Context: an optimization exercise on an open-source flow, tuned for a short achievable clock period and few clock cycles. The choices shown serve that exercise and are no tape-out recipe.
The RTL was checked by simulation tests, not by an equivalence proof against the original design.

### design.v
`timescale 1ns / 1ps
module pc_reg(
    input wire                clk,
    input wire                rst,
    input wire [5:0]          stall,   
    input wire        branch_flag_i,   
    input wire [31:0] branch_target_address_i,
    output reg[31:0]  pc,
    output reg                ce
);
    always @(posedge clk) begin
        if(rst == 1'b1) begin
          ce <= 1'b0;    
        end
        else begin
          ce <= 1'b1;     
        end
    end
    always @(posedge clk) begin
        if(ce == 1'b0) begin
          pc <= 32'h00000000;    
        end
        else begin
          if(stall[0] == 1'b0) begin
              if(branch_flag_i == 1'b1) begin
                  pc <= branch_target_address_i;
              end
              else begin
                  pc <= pc + 4'h4;       
              end
          end  
        end 
    end
endmodule
`timescale 1ns / 1ps
module if_id(
    input wire              rst,
    input wire              clk,
    input wire [5:0]        stall,
    input wire [31:0]   if_inst,
    output reg [31:0]   id_inst,
    input wire [31:0] if_pc,
    output reg [31:0] id_pc
);
    always @(posedge clk) begin
        if(rst == 1'b1) begin
          id_inst <= 32'h00000000;
          id_pc <= 32'h00000000;
        end
        else if(stall[1] == 1'b1 && stall[2] == 1'b0) begin
          id_inst <= 32'h00000000;
          id_pc <= 32'h00000000;
        end
        else if(stall[1] == 1'b0) begin
          id_inst <= if_inst;
          id_pc <= if_pc;
        end
    end
endmodule
`timescale 1ns / 1ps
module id(
	input wire					 rst,
	input wire[31:0]	 pc_i,
	input wire[31:0]         inst_i,
  input wire[7:0]			ex_aluop_i,
	input wire					ex_wreg_i,
	input wire[31:0]			ex_wdata_i,
	input wire[4:0]      ex_wd_i,
	input wire					mem_wreg_i,
	input wire[31:0]			mem_wdata_i,
	input wire[4:0]     mem_wd_i,
	input wire[31:0]         reg1_data_i,
	input wire[31:0]         reg2_data_i,
	input wire                  is_in_delayslot_i,
	output reg                    reg1_read_o,
	output reg                    reg2_read_o,     
	output reg[4:0]       reg1_addr_o,
	output reg[4:0]       reg2_addr_o, 	      
	output reg[7:0]         aluop_o,
	output reg[2:0]        alusel_o,
	output reg[31:0]           reg1_o,
	output reg[31:0]           reg2_o,
	output reg[4:0]       wd_o,
	output reg                    wreg_o,
	output wire[31:0]          inst_o,
	output reg                    next_inst_in_delayslot_o,
	output reg                    branch_flag_o,
	output reg[31:0]           branch_target_address_o,       
	output reg[31:0]           link_addr_o,
	output reg                    is_in_delayslot_o,
	output wire                   stallreq	
);
  wire[5:0] op = inst_i[31:26];
  wire[4:0] op2 = inst_i[10:6];
  wire[5:0] op3 = inst_i[5:0];
  wire[4:0] op4 = inst_i[20:16];
  reg[31:0]	imm;
  reg instvalid;
  wire[31:0] pc_plus_8;
  wire[31:0] pc_plus_4;
  wire[31:0] imm_sll2_signedext;  
  reg stallreq_for_reg1_loadrelate;
  reg stallreq_for_reg2_loadrelate;
  wire pre_inst_is_load;
  assign pc_plus_8 = pc_i + 8;
  assign pc_plus_4 = pc_i +4;
  assign imm_sll2_signedext = {{14{inst_i[15]}}, inst_i[15:0], 2'b00 }; 
  assign stallreq = stallreq_for_reg1_loadrelate | stallreq_for_reg2_loadrelate;
  assign pre_inst_is_load = (ex_aluop_i == 8'b11100011) ? 1'b1 : 1'b0;
  assign inst_o = inst_i;
	always @ (*) begin	
		if (rst == 1'b1) begin
			aluop_o <= 8'b00000000;
			alusel_o <= 3'b000;
			wd_o <= 5'b00000;
			wreg_o <= 1'b0;
			instvalid <= 1'b1;
			reg1_read_o <= 1'b0;
			reg2_read_o <= 1'b0;
			reg1_addr_o <= 5'b00000;
			reg2_addr_o <= 5'b00000;
			imm <= 32'h0;	
			link_addr_o <= 32'h00000000;
			branch_target_address_o <= 32'h00000000;
			branch_flag_o <= 1'b0;
			next_inst_in_delayslot_o <= 1'b0;					
	  end else begin
			aluop_o <= 8'b00000000;
			alusel_o <= 3'b000;
			wd_o <= inst_i[15:11];
			wreg_o <= 1'b0;
			instvalid <= 1'b0;	   
			reg1_read_o <= 1'b0;
			reg2_read_o <= 1'b0;
			reg1_addr_o <= inst_i[25:21];
			reg2_addr_o <= inst_i[20:16];		
			imm <= 32'h00000000;
			link_addr_o <= 32'h00000000;
			branch_target_address_o <= 32'h00000000;
			branch_flag_o <= 1'b0;	
			next_inst_in_delayslot_o <= 1'b0; 			
		  case (op)
		    6'b000000:		begin
		    	case (op2)
		    		5'b00000:			begin
		    			case (op3)
		    				6'b100101:	begin
		    					wreg_o <= 1'b1;		aluop_o <= 8'b00100101;
		  						alusel_o <= 3'b001; 	reg1_read_o <= 1'b1;	reg2_read_o <= 1'b1;
		  						instvalid <= 1'b1;	
								end  
		    				6'b100100:	begin
		    					wreg_o <= 1'b1;		aluop_o <= 8'b00100100;
		  						alusel_o <= 3'b001;	  reg1_read_o <= 1'b1;	reg2_read_o <= 1'b1;	
		  						instvalid <= 1'b1;	
								end  	
		    				6'b100110:	begin
		    					wreg_o <= 1'b1;		aluop_o <= 8'b00100110;
		  						alusel_o <= 3'b001;		reg1_read_o <= 1'b1;	reg2_read_o <= 1'b1;	
		  						instvalid <= 1'b1;	
								end  				
		    				6'b100111:	begin
		    					wreg_o <= 1'b1;		aluop_o <= 8'b00100111;
		  						alusel_o <= 3'b001;		reg1_read_o <= 1'b1;	reg2_read_o <= 1'b1;	
		  						instvalid <= 1'b1;	
								end 
								6'b101010: begin
									wreg_o <= 1'b1;		aluop_o <= 8'b00101010;
		  						alusel_o <= 3'b100;		reg1_read_o <= 1'b1;	reg2_read_o <= 1'b1;
		  						instvalid <= 1'b1;	
								end
								6'b101011: begin
									wreg_o <= 1'b1;		aluop_o <= 8'b00101011;
		  						alusel_o <= 3'b100;		reg1_read_o <= 1'b1;	reg2_read_o <= 1'b1;
		  						instvalid <= 1'b1;	
								end
								6'b001111: begin
									wreg_o <= 1'b0;		aluop_o <= 8'b00000000;
		  						alusel_o <= 3'b000;		reg1_read_o <= 1'b0;	reg2_read_o <= 1'b1;
		  						instvalid <= 1'b1;	
								end								
								6'b100000: begin
									wreg_o <= 1'b1;		aluop_o <= 8'b00100000;
		  						alusel_o <= 3'b100;		reg1_read_o <= 1'b1;	reg2_read_o <= 1'b1;
		  						instvalid <= 1'b1;	
								end
								6'b100001: begin
									wreg_o <= 1'b1;		aluop_o <= 8'b00100001;
		  						alusel_o <= 3'b100;		reg1_read_o <= 1'b1;	reg2_read_o <= 1'b1;
		  						instvalid <= 1'b1;	
								end
								6'b100010: begin
									wreg_o <= 1'b1;		aluop_o <= 8'b00100010;
		  						alusel_o <= 3'b100;		reg1_read_o <= 1'b1;	reg2_read_o <= 1'b1;
		  						instvalid <= 1'b1;	
								end
								6'b100011: begin
									wreg_o <= 1'b1;		aluop_o <= 8'b00100011;
		  						alusel_o <= 3'b100;		reg1_read_o <= 1'b1;	reg2_read_o <= 1'b1;
		  						instvalid <= 1'b1;	
								end		
								6'b001000: begin
									wreg_o <= 1'b0;		aluop_o <= 8'b00001000;
		  						alusel_o <= 3'b101;   reg1_read_o <= 1'b1;	reg2_read_o <= 1'b0;
		  						link_addr_o <= 32'h00000000;
			            	branch_target_address_o <= reg1_o;
			            	branch_flag_o <= 1'b1;
			            next_inst_in_delayslot_o <= 1'b1;
			            instvalid <= 1'b1;	
								end						
						    default:	begin
						    end
						  endcase
						 end
						default: begin
						end
					endcase	
					end									  
		  	6'b001101:			begin                         
		  		wreg_o <= 1'b1;		aluop_o <= 8'b00100101;
		  		alusel_o <= 3'b001; reg1_read_o <= 1'b1;	reg2_read_o <= 1'b0;	  	
					imm <= {16'h0, inst_i[15:0]};		wd_o <= inst_i[20:16];
					instvalid <= 1'b1;	
		  	end
		  	6'b001100:			begin
		  		wreg_o <= 1'b1;		aluop_o <= 8'b00100100;
		  		alusel_o <= 3'b001;	reg1_read_o <= 1'b1;	reg2_read_o <= 1'b0;	  	
					imm <= {16'h0, inst_i[15:0]};		wd_o <= inst_i[20:16];		  	
					instvalid <= 1'b1;	
				end	 	
		  	6'b001110:			begin
		  		wreg_o <= 1'b1;		aluop_o <= 8'b00100110;
		  		alusel_o <= 3'b001;	reg1_read_o <= 1'b1;	reg2_read_o <= 1'b0;	  	
					imm <= {16'h0, inst_i[15:0]};		wd_o <= inst_i[20:16];		  	
					instvalid <= 1'b1;	
				end	 		
		  	6'b001111:			begin
		  		wreg_o <= 1'b1;		aluop_o <= 8'b00100101;
		  		alusel_o <= 3'b001; reg1_read_o <= 1'b1;	reg2_read_o <= 1'b0;	  	
					imm <= {inst_i[15:0], 16'h0};		wd_o <= inst_i[20:16];		  	
					instvalid <= 1'b1;	
				end			
				6'b001010:			begin
		  		wreg_o <= 1'b1;		aluop_o <= 8'b00101010;
		  		alusel_o <= 3'b100; reg1_read_o <= 1'b1;	reg2_read_o <= 1'b0;	  	
					imm <= {{16{inst_i[15]}}, inst_i[15:0]};		wd_o <= inst_i[20:16];		  	
					instvalid <= 1'b1;	
				end
				6'b001011:			begin
		  		wreg_o <= 1'b1;		aluop_o <= 8'b00101011;
		  		alusel_o <= 3'b100; reg1_read_o <= 1'b1;	reg2_read_o <= 1'b0;	  	
					imm <= {{16{inst_i[15]}}, inst_i[15:0]};		wd_o <= inst_i[20:16];		  	
					instvalid <= 1'b1;	
				end
				6'b110011:			begin
		  		wreg_o <= 1'b0;		aluop_o <= 8'b00000000;
		  		alusel_o <= 3'b000; reg1_read_o <= 1'b0;	reg2_read_o <= 1'b0;	  	  	
					instvalid <= 1'b1;	
				end						
				6'b001000:			begin
		  		wreg_o <= 1'b1;		aluop_o <= 8'b01010101;
		  		alusel_o <= 3'b100; reg1_read_o <= 1'b1;	reg2_read_o <= 1'b0;	  	
					imm <= {{16{inst_i[15]}}, inst_i[15:0]};		wd_o <= inst_i[20:16];		  	
					instvalid <= 1'b1;	
				end
				6'b001001:			begin
		  		wreg_o <= 1'b1;		aluop_o <= 8'b01010110;
		  		alusel_o <= 3'b100; reg1_read_o <= 1'b1;	reg2_read_o <= 1'b0;	  	
					imm <= {{16{inst_i[15]}}, inst_i[15:0]};		wd_o <= inst_i[20:16];		  	
					instvalid <= 1'b1;	
				end
				6'b000010:			begin
		  		wreg_o <= 1'b0;		aluop_o <= 8'b01001111;
		  		alusel_o <= 3'b101; reg1_read_o <= 1'b0;	reg2_read_o <= 1'b0;
		  		link_addr_o <= 32'h00000000;
			    branch_target_address_o <= {pc_plus_4[31:28], inst_i[25:0], 2'b00};
			    branch_flag_o <= 1'b1;
			    next_inst_in_delayslot_o <= 1'b1;		  	
			    instvalid <= 1'b1;	
				end
				6'b000011:			begin
		  		wreg_o <= 1'b1;		aluop_o <= 8'b01010000;
		  		alusel_o <= 3'b101; reg1_read_o <= 1'b0;	reg2_read_o <= 1'b0;
		  		wd_o <= 5'b11111;	
		  		link_addr_o <= pc_plus_8 ;
			    branch_target_address_o <= {pc_plus_4[31:28], inst_i[25:0], 2'b00};
			    branch_flag_o <= 1'b1;
			    next_inst_in_delayslot_o <= 1'b1;		  	
			    instvalid <= 1'b1;	
				end
				6'b000100:			begin
		  		wreg_o <= 1'b0;		aluop_o <= 8'b01010001;
		  		alusel_o <= 3'b101; reg1_read_o <= 1'b1;	reg2_read_o <= 1'b1;
		  		instvalid <= 1'b1;	
		  		if(reg1_o == reg2_o) begin
			    	branch_target_address_o <= pc_plus_4 + imm_sll2_signedext;
			    	branch_flag_o <= 1'b1;
			    	next_inst_in_delayslot_o <= 1'b1;		  	
			    end
				end
				6'b100011:			begin
		  		wreg_o <= 1'b1;		aluop_o <= 8'b11100011;
		  		alusel_o <= 3'b110; reg1_read_o <= 1'b1;	reg2_read_o <= 1'b0;	  	
					wd_o <= inst_i[20:16]; instvalid <= 1'b1;	
				end
				6'b101011:			begin
		  		wreg_o <= 1'b0;		aluop_o <= 8'b11101011;
		  		reg1_read_o <= 1'b1;	reg2_read_o <= 1'b1; instvalid <= 1'b1;	
		  		alusel_o <= 3'b110; 
				end
		    default:			begin
		    end
		  endcase		   
		  if (inst_i[31:21] == 11'b00000000000) begin
		  	if (op3 == 6'b000000) begin
		  		wreg_o <= 1'b1;		aluop_o <= 8'b01111100;
		  		alusel_o <= 3'b010; reg1_read_o <= 1'b0;	reg2_read_o <= 1'b1;	  	
					imm[4:0] <= inst_i[10:6];		wd_o <= inst_i[15:11];
					instvalid <= 1'b1;	
				end else if ( op3 == 6'b000010 ) begin
		  		wreg_o <= 1'b1;		aluop_o <= 8'b00000010;
		  		alusel_o <= 3'b010; reg1_read_o <= 1'b0;	reg2_read_o <= 1'b1;	  	
					imm[4:0] <= inst_i[10:6];		wd_o <= inst_i[15:11];
					instvalid <= 1'b1;	
				end else if ( op3 == 6'b000011 ) begin
		  		wreg_o <= 1'b1;		aluop_o <= 8'b00000011;
		  		alusel_o <= 3'b010; reg1_read_o <= 1'b0;	reg2_read_o <= 1'b1;	  	
					imm[4:0] <= inst_i[10:6];		wd_o <= inst_i[15:11];
					instvalid <= 1'b1;	
				end
			end		  
		end        
	end          
	always @ (*) begin
			stallreq_for_reg1_loadrelate <= 1'b0;	
		if(rst == 1'b1) begin
			reg1_o <= 32'h00000000;	
		end else if(pre_inst_is_load == 1'b1 && ex_wd_i == reg1_addr_o 
								&& reg1_read_o == 1'b1 ) begin
		  stallreq_for_reg1_loadrelate <= 1'b1;
		  reg1_o <= 32'h00000000;							
		end else if((reg1_read_o == 1'b1) && (ex_wreg_i == 1'b1) 
								&& (ex_wd_i == reg1_addr_o)
								&& (reg1_addr_o != 5'b00000)) begin
			reg1_o <= ex_wdata_i; 
		end else if((reg1_read_o == 1'b1) && (mem_wreg_i == 1'b1) 
								&& (mem_wd_i == reg1_addr_o)
								&& (reg1_addr_o != 5'b00000)) begin
			reg1_o <= mem_wdata_i; 			
	  end else if(reg1_read_o == 1'b1) begin
	  	reg1_o <= reg1_data_i;
	  end else if(reg1_read_o == 1'b0) begin
	  	reg1_o <= imm;
	  end else begin
	    reg1_o <= 32'h00000000;
	  end
	end
	always @ (*) begin
			stallreq_for_reg2_loadrelate <= 1'b0;
		if(rst == 1'b1) begin
			reg2_o <= 32'h00000000;
		end else if(pre_inst_is_load == 1'b1 && ex_wd_i == reg2_addr_o 
								&& reg2_read_o == 1'b1 ) begin
		  stallreq_for_reg2_loadrelate <= 1'b1;
		  reg2_o <= 32'h00000000;			
		end else if((reg2_read_o == 1'b1) && (ex_wreg_i == 1'b1) 
								&& (ex_wd_i == reg2_addr_o)
								&& (reg2_addr_o != 5'b00000)) begin
			reg2_o <= ex_wdata_i; 
		end else if((reg2_read_o == 1'b1) && (mem_wreg_i == 1'b1) 
								&& (mem_wd_i == reg2_addr_o)
								&& (reg2_addr_o != 5'b00000)) begin
			reg2_o <= mem_wdata_i;			
	  end else if(reg2_read_o == 1'b1) begin
	  	reg2_o <= reg2_data_i;
	  end else if(reg2_read_o == 1'b0) begin
	  	reg2_o <= imm;
	  end else begin
	    reg2_o <= 32'h00000000;
	  end
	end
	always @ (*) begin
		if(rst == 1'b1) begin
			is_in_delayslot_o <= 1'b0;
		end else begin
		  is_in_delayslot_o <= is_in_delayslot_i;		
	  end
	end
endmodule
`timescale 1ns / 1ps
module regfile(
    input wire                clk,
    input wire                rst,
    input wire we,
    input wire[4:0]   waddr,
    input wire[31:0]       wdata,
    input wire                re1,
    input wire[4:0]   raddr1,
    output reg[31:0]       rdata1,
    input wire                re2,
    input wire[4:0]   raddr2,
    output reg[31:0]       rdata2
);
reg [31:0] regs[0:32-1];
always @(posedge clk) begin
    if(rst == 1'b0) begin
      if((we == 1'b1) && (waddr != 5'h0)) begin    
        regs[waddr] <= wdata;
      end
    end
end
always @(*) begin
    if(rst == 1'b1) begin
      rdata1 <= 32'h00000000;
    end
    else if(raddr1 == 5'h0) begin
      rdata1 <= 32'h00000000;
    end
    else if((re1 == 1'b1) && (we == 1'b1) && (waddr == raddr1)) begin
      rdata1 <= wdata;
    end
    else if(re1 == 1'b1) begin
      rdata1 <= regs[raddr1];
    end
    else begin
      rdata1 <= 32'h00000000;
    end
end
always @(*) begin
    if(rst == 1'b1) begin
      rdata2 <= 32'h00000000;
    end
    else if(raddr2 == 5'h0) begin
      rdata2 <= 32'h00000000;
    end
    else if((re2 == 1'b1) && (we == 1'b1) && (waddr == raddr2)) begin
      rdata2 <= wdata;
    end
    else if(re2 == 1'b1) begin
      rdata2 <= regs[raddr2];
    end
    else begin
      rdata2 <= 32'h00000000;
    end
end
endmodule
`timescale 1ns / 1ps
module id_ex(
    input wire              clk,
    input wire              rst,
    input wire[2:0]  id_alusel,
    input wire[7:0]   id_aluop,
    input wire[31:0]     id_reg1,
    input wire[31:0]     id_reg2,
    input wire[4:0] id_wd,   
    input wire              id_wreg, 
    input wire[31:0]     id_inst, 
    output reg[2:0]  ex_alusel,
    output reg[7:0]   ex_aluop,
    output reg[31:0]     ex_reg1,
    output reg[31:0]     ex_reg2,
    output reg[4:0] ex_wd,
    output reg              ex_wreg,
    output reg[31:0]     ex_inst, 
    input wire [5:0]        stall,
    input wire id_is_in_delayslot,   
    input wire [31:0] id_link_address, 
    input wire next_inst_in_delayslot_i,
    output reg ex_is_in_delayslot,
    output reg [31:0] ex_link_address,
    output reg is_in_delayslot_o
);
    always @(posedge clk) begin
        if(rst == 1'b1) begin
          ex_alusel <= 3'b000;
          ex_aluop <= 8'b00000000;
          ex_reg1 <= 32'h00000000;
          ex_reg2 <= 32'h00000000;
          ex_wd <= 5'b00000;
          ex_wreg <= 1'b0;
          ex_link_address <= 32'h00000000;
          ex_is_in_delayslot <= 1'b0;
          is_in_delayslot_o <= 1'b0;
          ex_inst <= 32'h00000000;
        end
        else begin
          if(stall[2] == 1'b1 && stall[3] == 1'b0) begin
            ex_alusel <= 3'b000;
            ex_aluop <= 8'b00000000;
            ex_reg1 <= 32'h00000000;
            ex_reg2 <= 32'h00000000;
            ex_wd <= 5'b00000;
            ex_wreg <= 1'b0;
            ex_link_address <= 32'h00000000;
            ex_is_in_delayslot <= 1'b0;
            is_in_delayslot_o <= 1'b0;
            ex_inst <= 32'h00000000;
          end
          else if(stall[2] == 1'b0) begin
            ex_alusel <= id_alusel;
            ex_aluop <= id_aluop;
            ex_reg1 <= id_reg1;
            ex_reg2 <= id_reg2;
            ex_wd <= id_wd;
            ex_wreg <= id_wreg;
            ex_link_address <= id_link_address;
            ex_is_in_delayslot <= id_is_in_delayslot;
            is_in_delayslot_o <= next_inst_in_delayslot_i;
            ex_inst <= id_inst;
          end
        end
    end
endmodule
`timescale 1ns / 1ps
module ex(
    input wire              rst,
    input wire[2:0]  alusel_i,
    input wire[7:0]   aluop_i,
    input wire[31:0]     reg1_i,
    input wire[31:0]     reg2_i,
    input wire[4:0] wd_i,
    input wire              wreg_i,
    input wire[31:0]     inst_i, 
    output reg[4:0] wd_o,        
    output reg wreg_o,
    output reg[31:0] wdata_o,          
    output wire[7:0]  aluop_o,
    output wire[31:0]    mem_addr_o,
    output wire[31:0]    reg2_o,
    input wire [31:0] link_address_i,
    input wire is_in_delayslot_i
);
    reg [31:0] logicout;
    reg [31:0] shiftres;
    reg[31:0] arithmeticres;  
    wire ov_sum;				 
    wire reg1_eq_reg2;			 
    wire reg1_lt_reg2;			 
    wire[31:0] reg2_i_mux;	 
    wire[31:0] reg1_i_not;	 
    wire[31:0] result_sum;	 
    assign reg2_i_mux = ((aluop_i == 8'b00100010) || (aluop_i == 8'b00100011) ||
                         (aluop_i == 8'b00101010)) ? (~reg2_i) + 1'b1 : reg2_i;
    assign result_sum = reg1_i + reg2_i_mux;
    assign ov_sum = ((reg1_i[31] && reg2_i_mux[31] && (~result_sum[31]))) ||
                    (((~reg1_i[31] && ~reg2_i_mux[31]) && result_sum[31]));
    assign reg1_lt_reg2 = (aluop_i == 8'b00101010) ? ((reg1_i[31] && ~reg2_i[31]) ||
                          (~reg1_i[31] && ~reg2_i[31] && result_sum[31]) || 
                          (reg1_i[31] && reg2_i[31] && result_sum[31])): (reg1_i < reg2_i);
    assign reg1_i_not = ~reg1_i;
    assign aluop_o = aluop_i;
    assign mem_addr_o = reg1_i + {{16{inst_i[15]}},inst_i[15:0]};
    assign reg2_o = reg2_i;
    always @(*) begin
        if(rst == 1'b1) begin
          logicout = 32'h00000000;
        end
        else begin
            case(aluop_i)
                8'b00100101:     logicout = reg1_i | reg2_i;
                8'b00100100:    logicout = reg1_i & reg2_i;
                8'b00100111:    logicout = ~(reg1_i | reg2_i);
                8'b00100110:    logicout = reg1_i ^ reg2_i;
                default:    logicout = 32'h00000000;
            endcase
        end  
    end
    always @(*) begin
        if(rst == 1'b1) begin
          shiftres = 32'h00000000;
        end
        else begin
          case(aluop_i)
            8'b01111100:    shiftres = reg2_i << reg1_i[4:0];
            8'b00000010:    shiftres = reg2_i >> reg1_i[4:0];
            8'b00000011:begin
              shiftres = ({32{reg2_i[31]}}<<(6'd32-{1'b0,reg1_i[4:0]})) | (reg2_i >> reg1_i[4:0]);
            end
            default:        shiftres = 32'h00000000;
          endcase
        end
    end
    always @(*) begin
        if(rst == 1'b1) begin
            arithmeticres = 32'h00000000;
        end
        else begin
            case(aluop_i)
                8'b00101010,8'b00101011:begin         
                    arithmeticres = reg1_lt_reg2;
                end
                8'b00100000,8'b00100001,8'b01010101,8'b01010110:begin  
                    arithmeticres = result_sum;
                end
                8'b00100010,8'b00100011:begin         
                    arithmeticres = result_sum;
                end
                default:begin
                    arithmeticres = 32'h00000000;
                end
            endcase
        end
    end
    always @(*) begin
        wd_o = wd_i;
          if(((aluop_i == 8'b00100000) || (aluop_i == 8'b01010101) || 
            (aluop_i == 8'b00100010)) && (ov_sum == 1'b1))begin
              wreg_o = 1'b0;
          end
          else begin
              wreg_o = wreg_i;
          end
        case(alusel_i)
            3'b001:     wdata_o = logicout;
            3'b010:     wdata_o = shiftres;
            3'b100:wdata_o = arithmeticres;
            3'b101:begin
                wdata_o <= link_address_i;
            end
            default:            wdata_o = 32'h00000000;
        endcase
    end
endmodule
`timescale 1ns / 1ps
module ex_mem(
    input wire              clk,
    input wire              rst,
    input wire[4:0] ex_wd,
    input wire              ex_wreg,
    input wire[31:0]     ex_wdata,
    input wire[7:0]   ex_aluop,
    input wire[31:0]     ex_mem_addr,
    input wire[31:0]     ex_reg2,     
    output reg[4:0] mem_wd,
    output reg              mem_wreg,
    output reg[31:0]     mem_wdata,
    output reg[7:0]   mem_aluop,
    output reg[31:0]     mem_mem_addr,
    output reg[31:0]     mem_reg2,
    input wire [5:0]        stall
);
    always @(posedge clk) begin
        if(rst == 1'b1) begin
          mem_wd <= 5'b00000;
          mem_wreg <= 1'b0;
          mem_wdata <= 32'h00000000;
          mem_aluop <= 8'b00000000;
			    mem_mem_addr <= 32'h00000000;
			    mem_reg2 <= 32'h00000000;
        end
        else begin
          if(stall[3] == 1'b1 && stall[4] == 1'b0) begin
            mem_wd <= 5'b00000;
            mem_wreg <= 1'b0;
            mem_wdata <= 32'h00000000;
            mem_aluop <= 8'b00000000;
            mem_mem_addr <= 32'h00000000;
            mem_reg2 <= 32'h00000000;
          end
          else if(stall[3] == 1'b0) begin
            mem_wd <= ex_wd;
            mem_wreg <= ex_wreg;
            mem_wdata <= ex_wdata;
            mem_aluop <= ex_aluop;
            mem_mem_addr <= ex_mem_addr;
            mem_reg2 <= ex_reg2;
          end
        end
    end
endmodule
`timescale 1ns / 1ps
module mem(
    input wire                  rst,
    input wire[4:0]     wd_i,
    input wire                  wreg_i,
    input wire[31:0]         wdata_i,
    input wire[7:0]       aluop_i,
    input wire[31:0]         mem_addr_i,
    input wire[31:0]         reg2_i,
    input wire[31:0]         mem_data_i,
    output reg[31:0]         mem_addr_o,
    output                      mem_we_o,
    output reg [3:0]            mem_sel_o,
    output reg[31:0]         mem_data_o,
    output reg                  mem_ce_o,
    output reg[4:0]     wd_o,
    output reg                  wreg_o,
    output reg[31:0]         wdata_o
);
    reg         mem_we;
    assign      mem_we_o = mem_we;
    always @(*) begin
        if(rst == 1'b1) begin
          wd_o = 5'b00000;
          wreg_o = 1'b0;
          wdata_o = 32'h00000000;
          mem_addr_o = 32'h00000000;
          mem_we = 1'b0;
          mem_sel_o = 4'b0000;
          mem_data_o = 32'h00000000;
          mem_ce_o = 1'b0;
        end
        else begin
          wd_o = wd_i;
          wreg_o = wreg_i;
          wdata_o = wdata_i;
          mem_addr_o = 32'h00000000;
          mem_we = 1'b0;
          mem_sel_o = 4'b1111;
          mem_data_o = 32'h00000000;
          mem_ce_o = 1'b0;
          case(aluop_i)
              8'b11100011:begin
                  mem_addr_o = mem_addr_i;
                  mem_we = 1'b0;
                  mem_ce_o = 1'b1;
                  wdata_o = mem_data_i;
                  mem_sel_o = 4'b1111;
              end
              8'b11101011:begin
                  mem_addr_o = mem_addr_i;
                  mem_we = 1'b1;
                  mem_data_o = reg2_i[31:0];
                  mem_ce_o = 1'b1;
                  mem_sel_o = 4'b1111;
              end   
              default:begin
              end
          endcase
        end
    end
endmodule
`timescale 1ns / 1ps
module mem_wb(
    input wire                  clk,
    input wire                  rst,
    input wire[4:0]     mem_wd,
    input wire                  mem_wreg,
    input wire[31:0]         mem_wdata,
    output reg[4:0]     wb_wd,
    output reg                  wb_wreg,
    output reg[31:0]         wb_wdata,
    input wire [5:0]            stall
);
    always @(posedge clk) begin
        if(rst == 1'b1) begin
          wb_wd <= 5'b00000;
          wb_wreg <= 1'b0;
          wb_wdata <= 32'h00000000;
        end
        else begin
          if(stall[4] == 1'b1 && stall[5] == 1'b0) begin
            wb_wd <= 5'b00000;
            wb_wreg <= 1'b0;
            wb_wdata <= 32'h00000000;
          end
          else if(stall[4] == 1'b0) begin
            wb_wd <= mem_wd;
            wb_wreg <= mem_wreg;
            wb_wdata <= mem_wdata;
          end
        end
    end
endmodule
`timescale 1ns / 1ps
module ctrl(
    input wire rst,              
    input wire stallreq_from_id, 
    input wire stallreq_from_ex, 
    output reg [5:0] stall       
);
    always @(*) begin
        if(rst == 1'b1) begin
            stall = 6'b0;
        end
        else if(stallreq_from_id == 1'b1) begin
            stall = 6'b000111;
        end
        else begin
            stall = 6'b000000;
        end
    end
endmodule
`timescale 1ns / 1ps
module openmips(
	input wire										clk,
	input wire										rst,
	input wire[31:0]           	rom_data_i,
	output wire[31:0]           	rom_addr_o,
	output wire                    	rom_ce_o,
	input wire[31:0]				ram_data_i,
	output wire[31:0]			ram_addr_o,
	output wire[31:0]			ram_data_o,
	output wire 					ram_we_o,
	output wire[3:0]				ram_sel_o,
	output wire 					ram_ce_o
);
	wire[31:0] pc;
	wire[31:0] id_pc_i;
	wire[31:0] id_inst_i;
	wire[7:0] id_aluop_o;
	wire[2:0] id_alusel_o;
	wire[31:0] id_reg1_o;
	wire[31:0] id_reg2_o;
	wire id_wreg_o;
	wire[4:0] id_wd_o;
	wire id_is_in_delayslot_o;
  	wire[31:0] id_link_address_o;
  	wire[31:0] id_inst_o;	
	wire[7:0] ex_aluop_i;
	wire[2:0] ex_alusel_i;
	wire[31:0] ex_reg1_i;
	wire[31:0] ex_reg2_i;
	wire ex_wreg_i;
	wire[4:0] ex_wd_i;
	wire ex_is_in_delayslot_i;	
  	wire[31:0] ex_link_address_i;
	wire[31:0] ex_inst_i;	
	wire ex_wreg_o;
	wire[4:0] ex_wd_o;
	wire[31:0] ex_wdata_o;
	wire[7:0] ex_aluop_o;
	wire[31:0]	ex_mem_addr_o;
	wire[31:0]	ex_reg2_o;
	wire mem_wreg_i;
	wire[4:0] mem_wd_i;
	wire[31:0] mem_wdata_i;
	wire[7:0] mem_aluop_i;
	wire[31:0]	mem_mem_addr_i;
	wire[31:0]	mem_reg2_i;		
	wire mem_wreg_o;
	wire[4:0] mem_wd_o;
	wire[31:0] mem_wdata_o;	
	wire wb_wreg_i;
	wire[4:0] wb_wd_i;
	wire[31:0] wb_wdata_i;
  wire reg1_read;
  wire reg2_read;
  wire[31:0] reg1_data;
  wire[31:0] reg2_data;
  wire[4:0] reg1_addr;
  wire[4:0] reg2_addr;
	wire is_in_delayslot_i;
	wire is_in_delayslot_o;
	wire next_inst_in_delayslot_o;
	wire id_branch_flag_o;
	wire[31:0] branch_target_address;
	wire[5:0] stall;
	wire stallreq_from_id;	
	pc_reg pc_reg0(
		.clk(clk),
		.rst(rst),
		.stall(stall),
		.branch_flag_i(id_branch_flag_o),
		.branch_target_address_i(branch_target_address),		
		.pc(pc),
		.ce(rom_ce_o)		
	);
  assign rom_addr_o = pc;
	if_id if_id0(
		.clk(clk),
		.rst(rst),
		.stall(stall),
		.if_pc(pc),
		.if_inst(rom_data_i),
		.id_pc(id_pc_i),
		.id_inst(id_inst_i)      	
	);
	id id0(
		.rst(rst),
		.pc_i(id_pc_i),
		.inst_i(id_inst_i),
		.ex_aluop_i(ex_aluop_o),
		.reg1_data_i(reg1_data),
		.reg2_data_i(reg2_data),
		.ex_wreg_i(ex_wreg_o),
		.ex_wdata_i(ex_wdata_o),
		.ex_wd_i(ex_wd_o),
		.mem_wreg_i(mem_wreg_o),
		.mem_wdata_i(mem_wdata_o),
		.mem_wd_i(mem_wd_o),
	  .is_in_delayslot_i(is_in_delayslot_i),
		.reg1_read_o(reg1_read),
		.reg2_read_o(reg2_read), 	  
		.reg1_addr_o(reg1_addr),
		.reg2_addr_o(reg2_addr), 
		.aluop_o(id_aluop_o),
		.alusel_o(id_alusel_o),
		.reg1_o(id_reg1_o),
		.reg2_o(id_reg2_o),
		.wd_o(id_wd_o),
		.wreg_o(id_wreg_o),
	 	.next_inst_in_delayslot_o(next_inst_in_delayslot_o),	
		.branch_flag_o(id_branch_flag_o),
		.branch_target_address_o(branch_target_address),       
		.link_addr_o(id_link_address_o),
		.is_in_delayslot_o(id_is_in_delayslot_o),
		.stallreq(stallreq_from_id),
		.inst_o(id_inst_o)	
	);
	regfile regfile1(
		.clk (clk),
		.rst (rst),
		.we	(wb_wreg_i),
		.waddr (wb_wd_i),
		.wdata (wb_wdata_i),
		.re1 (reg1_read),
		.raddr1 (reg1_addr),
		.rdata1 (reg1_data),
		.re2 (reg2_read),
		.raddr2 (reg2_addr),
		.rdata2 (reg2_data)
	);
	id_ex id_ex0(
		.clk(clk),
		.rst(rst),
		.stall(stall),
		.id_aluop(id_aluop_o),
		.id_alusel(id_alusel_o),
		.id_reg1(id_reg1_o),
		.id_reg2(id_reg2_o),
		.id_wd(id_wd_o),
		.id_wreg(id_wreg_o),
		.id_link_address(id_link_address_o),
		.id_is_in_delayslot(id_is_in_delayslot_o),
		.next_inst_in_delayslot_i(next_inst_in_delayslot_o),
		.id_inst(id_inst_o),		
		.ex_aluop(ex_aluop_i),
		.ex_alusel(ex_alusel_i),
		.ex_reg1(ex_reg1_i),
		.ex_reg2(ex_reg2_i),
		.ex_wd(ex_wd_i),
		.ex_wreg(ex_wreg_i),
		.ex_link_address(ex_link_address_i),
  		.ex_is_in_delayslot(ex_is_in_delayslot_i),
		.is_in_delayslot_o(is_in_delayslot_i),
		.ex_inst(ex_inst_i)			
	);		
	ex ex0(
		.rst(rst),
		.aluop_i(ex_aluop_i),
		.alusel_i(ex_alusel_i),
		.reg1_i(ex_reg1_i),
		.reg2_i(ex_reg2_i),
		.wd_i(ex_wd_i),
		.wreg_i(ex_wreg_i),
	    .link_address_i(ex_link_address_i),
		.is_in_delayslot_i(ex_is_in_delayslot_i),	  
		.wd_o(ex_wd_o),
		.wreg_o(ex_wreg_o),
		.wdata_o(ex_wdata_o),
		.inst_i(ex_inst_i),
		.aluop_o(ex_aluop_o),
		.mem_addr_o(ex_mem_addr_o),
		.reg2_o(ex_reg2_o)
	);
  ex_mem ex_mem0(
		.clk(clk),
		.rst(rst),
		.ex_wd(ex_wd_o),
		.ex_wreg(ex_wreg_o),
		.ex_wdata(ex_wdata_o),	
		.ex_aluop(ex_aluop_o),
		.ex_mem_addr(ex_mem_addr_o),
		.ex_reg2(ex_reg2_o),	
		.mem_wd(mem_wd_i),
		.mem_wreg(mem_wreg_i),
		.mem_wdata(mem_wdata_i),
		.mem_aluop(mem_aluop_i),
		.mem_mem_addr(mem_mem_addr_i),
		.mem_reg2(mem_reg2_i),
		.stall(stall)			       	
	);
	mem mem0(
		.rst(rst),
		.wd_i(mem_wd_i),
		.wreg_i(mem_wreg_i),
		.wdata_i(mem_wdata_i),
		.aluop_i(mem_aluop_i),
		.mem_addr_i(mem_mem_addr_i),
		.reg2_i(mem_reg2_i),
		.mem_data_i(ram_data_i),
		.mem_addr_o(ram_addr_o),
		.mem_we_o(ram_we_o),
		.mem_sel_o(ram_sel_o),
		.mem_data_o(ram_data_o),
		.mem_ce_o(ram_ce_o),	
		.wd_o(mem_wd_o),
		.wreg_o(mem_wreg_o),
		.wdata_o(mem_wdata_o)	
	);
	mem_wb mem_wb0(
		.clk(clk),
		.rst(rst),
		.mem_wd(mem_wd_o),
		.mem_wreg(mem_wreg_o),
		.mem_wdata(mem_wdata_o),	
		.wb_wd(wb_wd_i),
		.wb_wreg(wb_wreg_i),
		.wb_wdata(wb_wdata_i),
		.stall(stall)		
	);
	ctrl ctrl0(
		.rst(rst),
		.stallreq_from_id(stallreq_from_id),
		.stall(stall)       	
	);
endmodule
### run.sh
#!/bin/bash
# synth_recipe.tcl (not shown) runs the flow's synth.tcl, then flattens the netlist and writes it again
# the make line also repeats each setting of config.mk as NAME=value (left out here)
make -C /OpenROAD-flow-scripts/flow DESIGN_CONFIG=/design/flow/config.mk WORK_HOME=/design/flow/orfs CLKGATE_MAP_FILE= SYNTH_SCRIPT=/design/flow/synth_recipe.tcl finish
### config.mk
export PLATFORM = sky130hd
export DESIGN_NAME = openmips
export DESIGN_NICKNAME = openmips
export VERILOG_FILES = /design/flow/design.v
export SDC_FILE = /design/flow/constraint.sdc
export NUM_CORES = 4
export LEC_CHECK = 0
export CAP_MARGIN = 20
export CORE_MARGIN = 2
export CORE_UTILIZATION = 40
export SLEW_MARGIN = 20
### constraint.sdc
create_clock -name core_clock -period 8.0 [get_ports {clk}]
set_input_delay 1.6000 -clock core_clock [delete_from_list [all_inputs] [get_ports {clk}]]
set_output_delay 1.6000 -clock core_clock [all_outputs]
set_load 0.01 [all_outputs]
==> impl_metrics.py <==
metrics = {
    "outcome": {
        "status": "timing/DRC/antenna clean",
    },
    "place": {
        "postPlaceCellArea_um2": 87700,
        "final_wtd_congestion": 1.02,
        "dp_worst_setup_slack_ns": -0.108,
        "placement.io_buffers": 168,
        "hpwl_dp_um": 274000,
    },
    "yosys": {
        "synth_warnings": 10,
        "synth_enable_flop_cells": 1024,
        "synth-adder-area-share": 0.0307,
        "yosysTopAreaCell": "sky130_fd_sc_hd__edfxtp_1",
        "part_of_the_yosys_area_used_for_sequential_elements": 0.474,
        "synth_ff_type": "sky130_fd_sc_hd__edfxtp_1",
        "netlist_instances": 7487,
        "post_synth_and_or_nand_nor_area_fraction": 0.126,
        "combinational_family_with_the_most_area_after_synthesis": "compound AO/OA/AOI/OAI gates",
        "netlist_top_cells_count": "1024 x sky130_fd_sc_hd__edfxtp_1, 673 x sky130_fd_sc_hd__nor2_1, 634 x sky130_fd_sc_hd__nand2_1",
        "synth_compound_area_frac": 0.166,
        "leading_cell_type_by_number_of_instances_after_synthesis": "sky130_fd_sc_hd__edfxtp_1",
        "post_synth_main_area_contributors": "sky130_fd_sc_hd__edfxtp_1 38%, sky130_fd_sc_hd__dfxtp_1 9.3%, sky130_fd_sc_hd__mux4_2 8.2%",
        "asyncSetResetFlopFracSynth": 0,
        "syn_area_per_cell_um2": 10.8,
        "synth_xor_xnor_area_share": 0.0267,
        "synth_cell_type_count": 110,
        "fraction_of_synthesized_area_in_multiplexers": 0.139,
        "top_cell_type_s_share_of_synthesized_area": 0.381,
        "mappedNetlistArea_um2": 80700,
        "synth.ff_latch_count": 1398,
    },
    "critical_path": {
        "startpoint_of_the_most_critical_register_to_register_path": "id_ex0.ex_aluop[4]",
        "cpPeakStageDelay_ns": 0.55,
        "crit_slowest_cell": "sky130_fd_sc_hd__a2111o_1",
        "critPathBufInv": 5,
        "worst_ep_required_time_ns": 8.67,
        "criticalPathCategory": "register to register",
        "timing.critical_path.arrival_ns": 8.33,
        "critical_path.most_common_cell": "sky130_fd_sc_hd__buf_4",
        "critical_path.startpoint_type": "register",
        "path_delay_family": "compound AO/OA/AOI/OAI gates",
        "setup.reg_to_reg.worst_slack_ns": 0.34,
        "cp_max_fo": 22,
        "timing.critical_path.to_type": "register",
        "crit_path_start": "id_ex0.ex_aluop[4]",
    },
    "floorplan": {
        "ios": 169,
        "die_width_um": 453,
        "core.rowCount": 164,
        "core_um2": 200000,
        "fp.dieH_um": 453,
        "start_util": 0.403,
        "die_area_um2": 205000,
    },
    "layout": {
        "final_core_util": 0.466,
        "post-route-cell-area_um2": 93100,
        "layout-drive-gt1-share": 0.162,
        "largest_register_ff_count": 1024,
        "registers.top_by_ff_count": "regfile1.regs",
        "final_net_count": 7957,
        "area_growth_pct": 15.4,
    },
    "sta": {
        "report.final.setup_viol": 0,
        "slew_viol_final": 0,
        "max_freq_ghz": 0.130,
        "tightestPinTransition_ns": 1.25,
        "setup_ws_ns": 0.336,
        "rsz0062_at_grt": "false",
        "slew_headroom": 0.162,
        "hold_viol": 0,
        "final_cycle_utilization_of_the_critical_path": 0.958,
        "min_period_ns": 7.66,
        "fin_skew_ns": 0.0607,
    },
    "grt": {
        "grt_first_pass_wirelength_um": 546000,
        "grt_pass1_vias": 67900,
        "grt_max_degree": 98,
        "number_of_antenna_violations_at_the_first_check_in_global_routing": 29,
        "global_route.usage.total": 0.378,
        "grt_remaining_overflow": 0,
    },
    "routing": {
        "via_count": 71500,
        "dr.first_iter.drc_count": 11300,
        "totalWireLength_um": 399000,
        "remaining_drc_errors": 0,
        "count_of_tritonroute_iterations_in_the_first_routing_pass": 7,
        "ant_nets": 0,
        "route.detailed.vias_per_inst": 6.82,
        "post_dr_wirelength_cell_um": 38.0,
    },
    "hold_path": {
        "hold_path.class": "register to register",
        "holdCritStartpoint": "ex_mem0.mem_wd[3]",
    },
    "clock_network": {
        "clock_tree_from_tritoncts": "built",
        "clkSlewWorstSetupHoldPaths_ns": 0.06,
        "clock_sinks": 1398,
        "ctsHtreeMaxLevel": 4,
        "clock-root-buffer": "sky130_fd_sc_hd__clkbuf_16",
        "max_buffers_root_to_sink": 3,
        "numCtsBuffers": 160,
        "clk_latency_ns": 0.86,
        "hold_buffers": 0,
    },
    "flow_run": {
        "max_cap_violations": 0,
    },
    "power_and_ir_drop": {
        "report.power.total_mw": 17.1,
        "powerDensity_nw_per_um2": 184,
        "power.ir.vdd_worst_mv": 0.202,
        "leakagePower_nw": 32.6,
    },
}
==> layout by cell type, fill, tap and decap left out, drive strengths merged, types with 66 or more instances in the layout <==
master and n:
inv 140, and2 102, o21ai 417, nor3 141, nand3 156, clkinv 66, a21oi 408, a221oi 109
nor2 674, xor2 76, nand2 635, clkbuf 198, a31oi 102, clkdlybuf4s50 167, dfxtp 374, edfxtp 1024
and3 93, nor2b 97, mux2 72, mux2i 375, a22oi 70, buf 465, xnor2 170, a211oi 135
ha 193, o22ai 135, mux4 295
==> repair_timing <==
| item | 4_1_cts | 5_1_grt |
|---|---|---|
| gates cloned | 0 | 0 |
| buffers inserted | 0 | 0 |
| resized for setup | 1 | 4 |
| pin swaps | 0 | 1 |
| setup endpoints to repair | 32 | 32 |
==> metrics by stage <==
stage | instances | hold slack, ns | TNS (ns)
final | 10500 | 0.503 | 0
after global placement | 10200 | 0.487 | 0
after CTS | 10500 | 0.498 | 0
after global routing | 10500 | 0.531 | 0
after detailed placement | 10200 | 0.483 | -2.20
after floorplan | 7518 | 0.452 | 0
==> path summary, 6_finish.rpt <==
path / cells past startpoint / endpoint
max reg2reg: 28 / pc_reg0.pc[9]
max: 28 / pc_reg0.pc[9]
min reg2reg: 2 / mem_wb0.wb_wd[3]
min: 2 / mem_wb0.wb_wd[3]
==> cells by family after synthesis <==
family          after synthesis
compound gates             1982
xor+xnor                    246
fa+ha+maj                   196
buf+inv                     756
flops                      1398
mux                         742
other cells                   1
simple gates               2166
==> worst reg2reg max path: cells and delay by family (launching register included) <==
family,cells,cell delay [ns]
xor+xnor,1,0.16
simple gates,5,1.19
flops,1,0.39
buf+inv,5,1.00
compound gates,16,4.45
fa+ha+maj,1,0.34
==> layer usage <==
layer / vias to the layer above / GRT usage / share of wire
met5: - / 0 / 0.00030
met4: 20 / 0.308 / 0.098
met3: 1509 / 0.0916 / 0.11
met2: 5318 / 0.580 / 0.44
met1: 35600 / 0.452 / 0.35
li1: 29100 / - / -
==> area by class of cell <==
class	instances	area, um2
multi-input cells	5364	40000
clock inverters	92	1080
diodes	13	32.5
inverters	139	526
clock buffers	198	4250
repair buffers	632	5640
well taps	2656	3320
fillers	18400	107000
flip-flops and latches	1398	38300
==> report_power, final <==
group / total [mW] / switching [mW] / internal, mW
registers: 7.82 / 0.106 / 7.72
logic: 1.75 / 1.18 / 0.575
clock network: 7.56 / 3.28 / 4.28

==> port drivers added, routing unchanged <==
The flow's constraints put no driver on any port. The routed layout listed below was extracted and timed again, unchanged, in two steps.
Step 1 sets driving cells, clkbuf_16 on the clock port and buf_2 on the other inputs (assumed; they add their load-dependent delay and slew).
Step 2 adds t to the input delays and takes it off the output delays; t is the mean of the earliest and latest rising clock arrival at the registers after step 1. Input paths then give back, and output paths get back, about the clock's delay inside the block.
Three values: no drivers, after step 1, after step 2; two values: the first two.
shift t [ns]: 0.917
setup slack, ns: 0.336 / 0.336 / 0.137
worst register clock-pin slew, ns: 0.07 / 0.07
worst slew at a driven data input, ns: 0.09
After both steps setup and hold are still met in this run. The setup slack of this run moves by 0.000 ns with the drivers and by -0.199 ns with both steps.
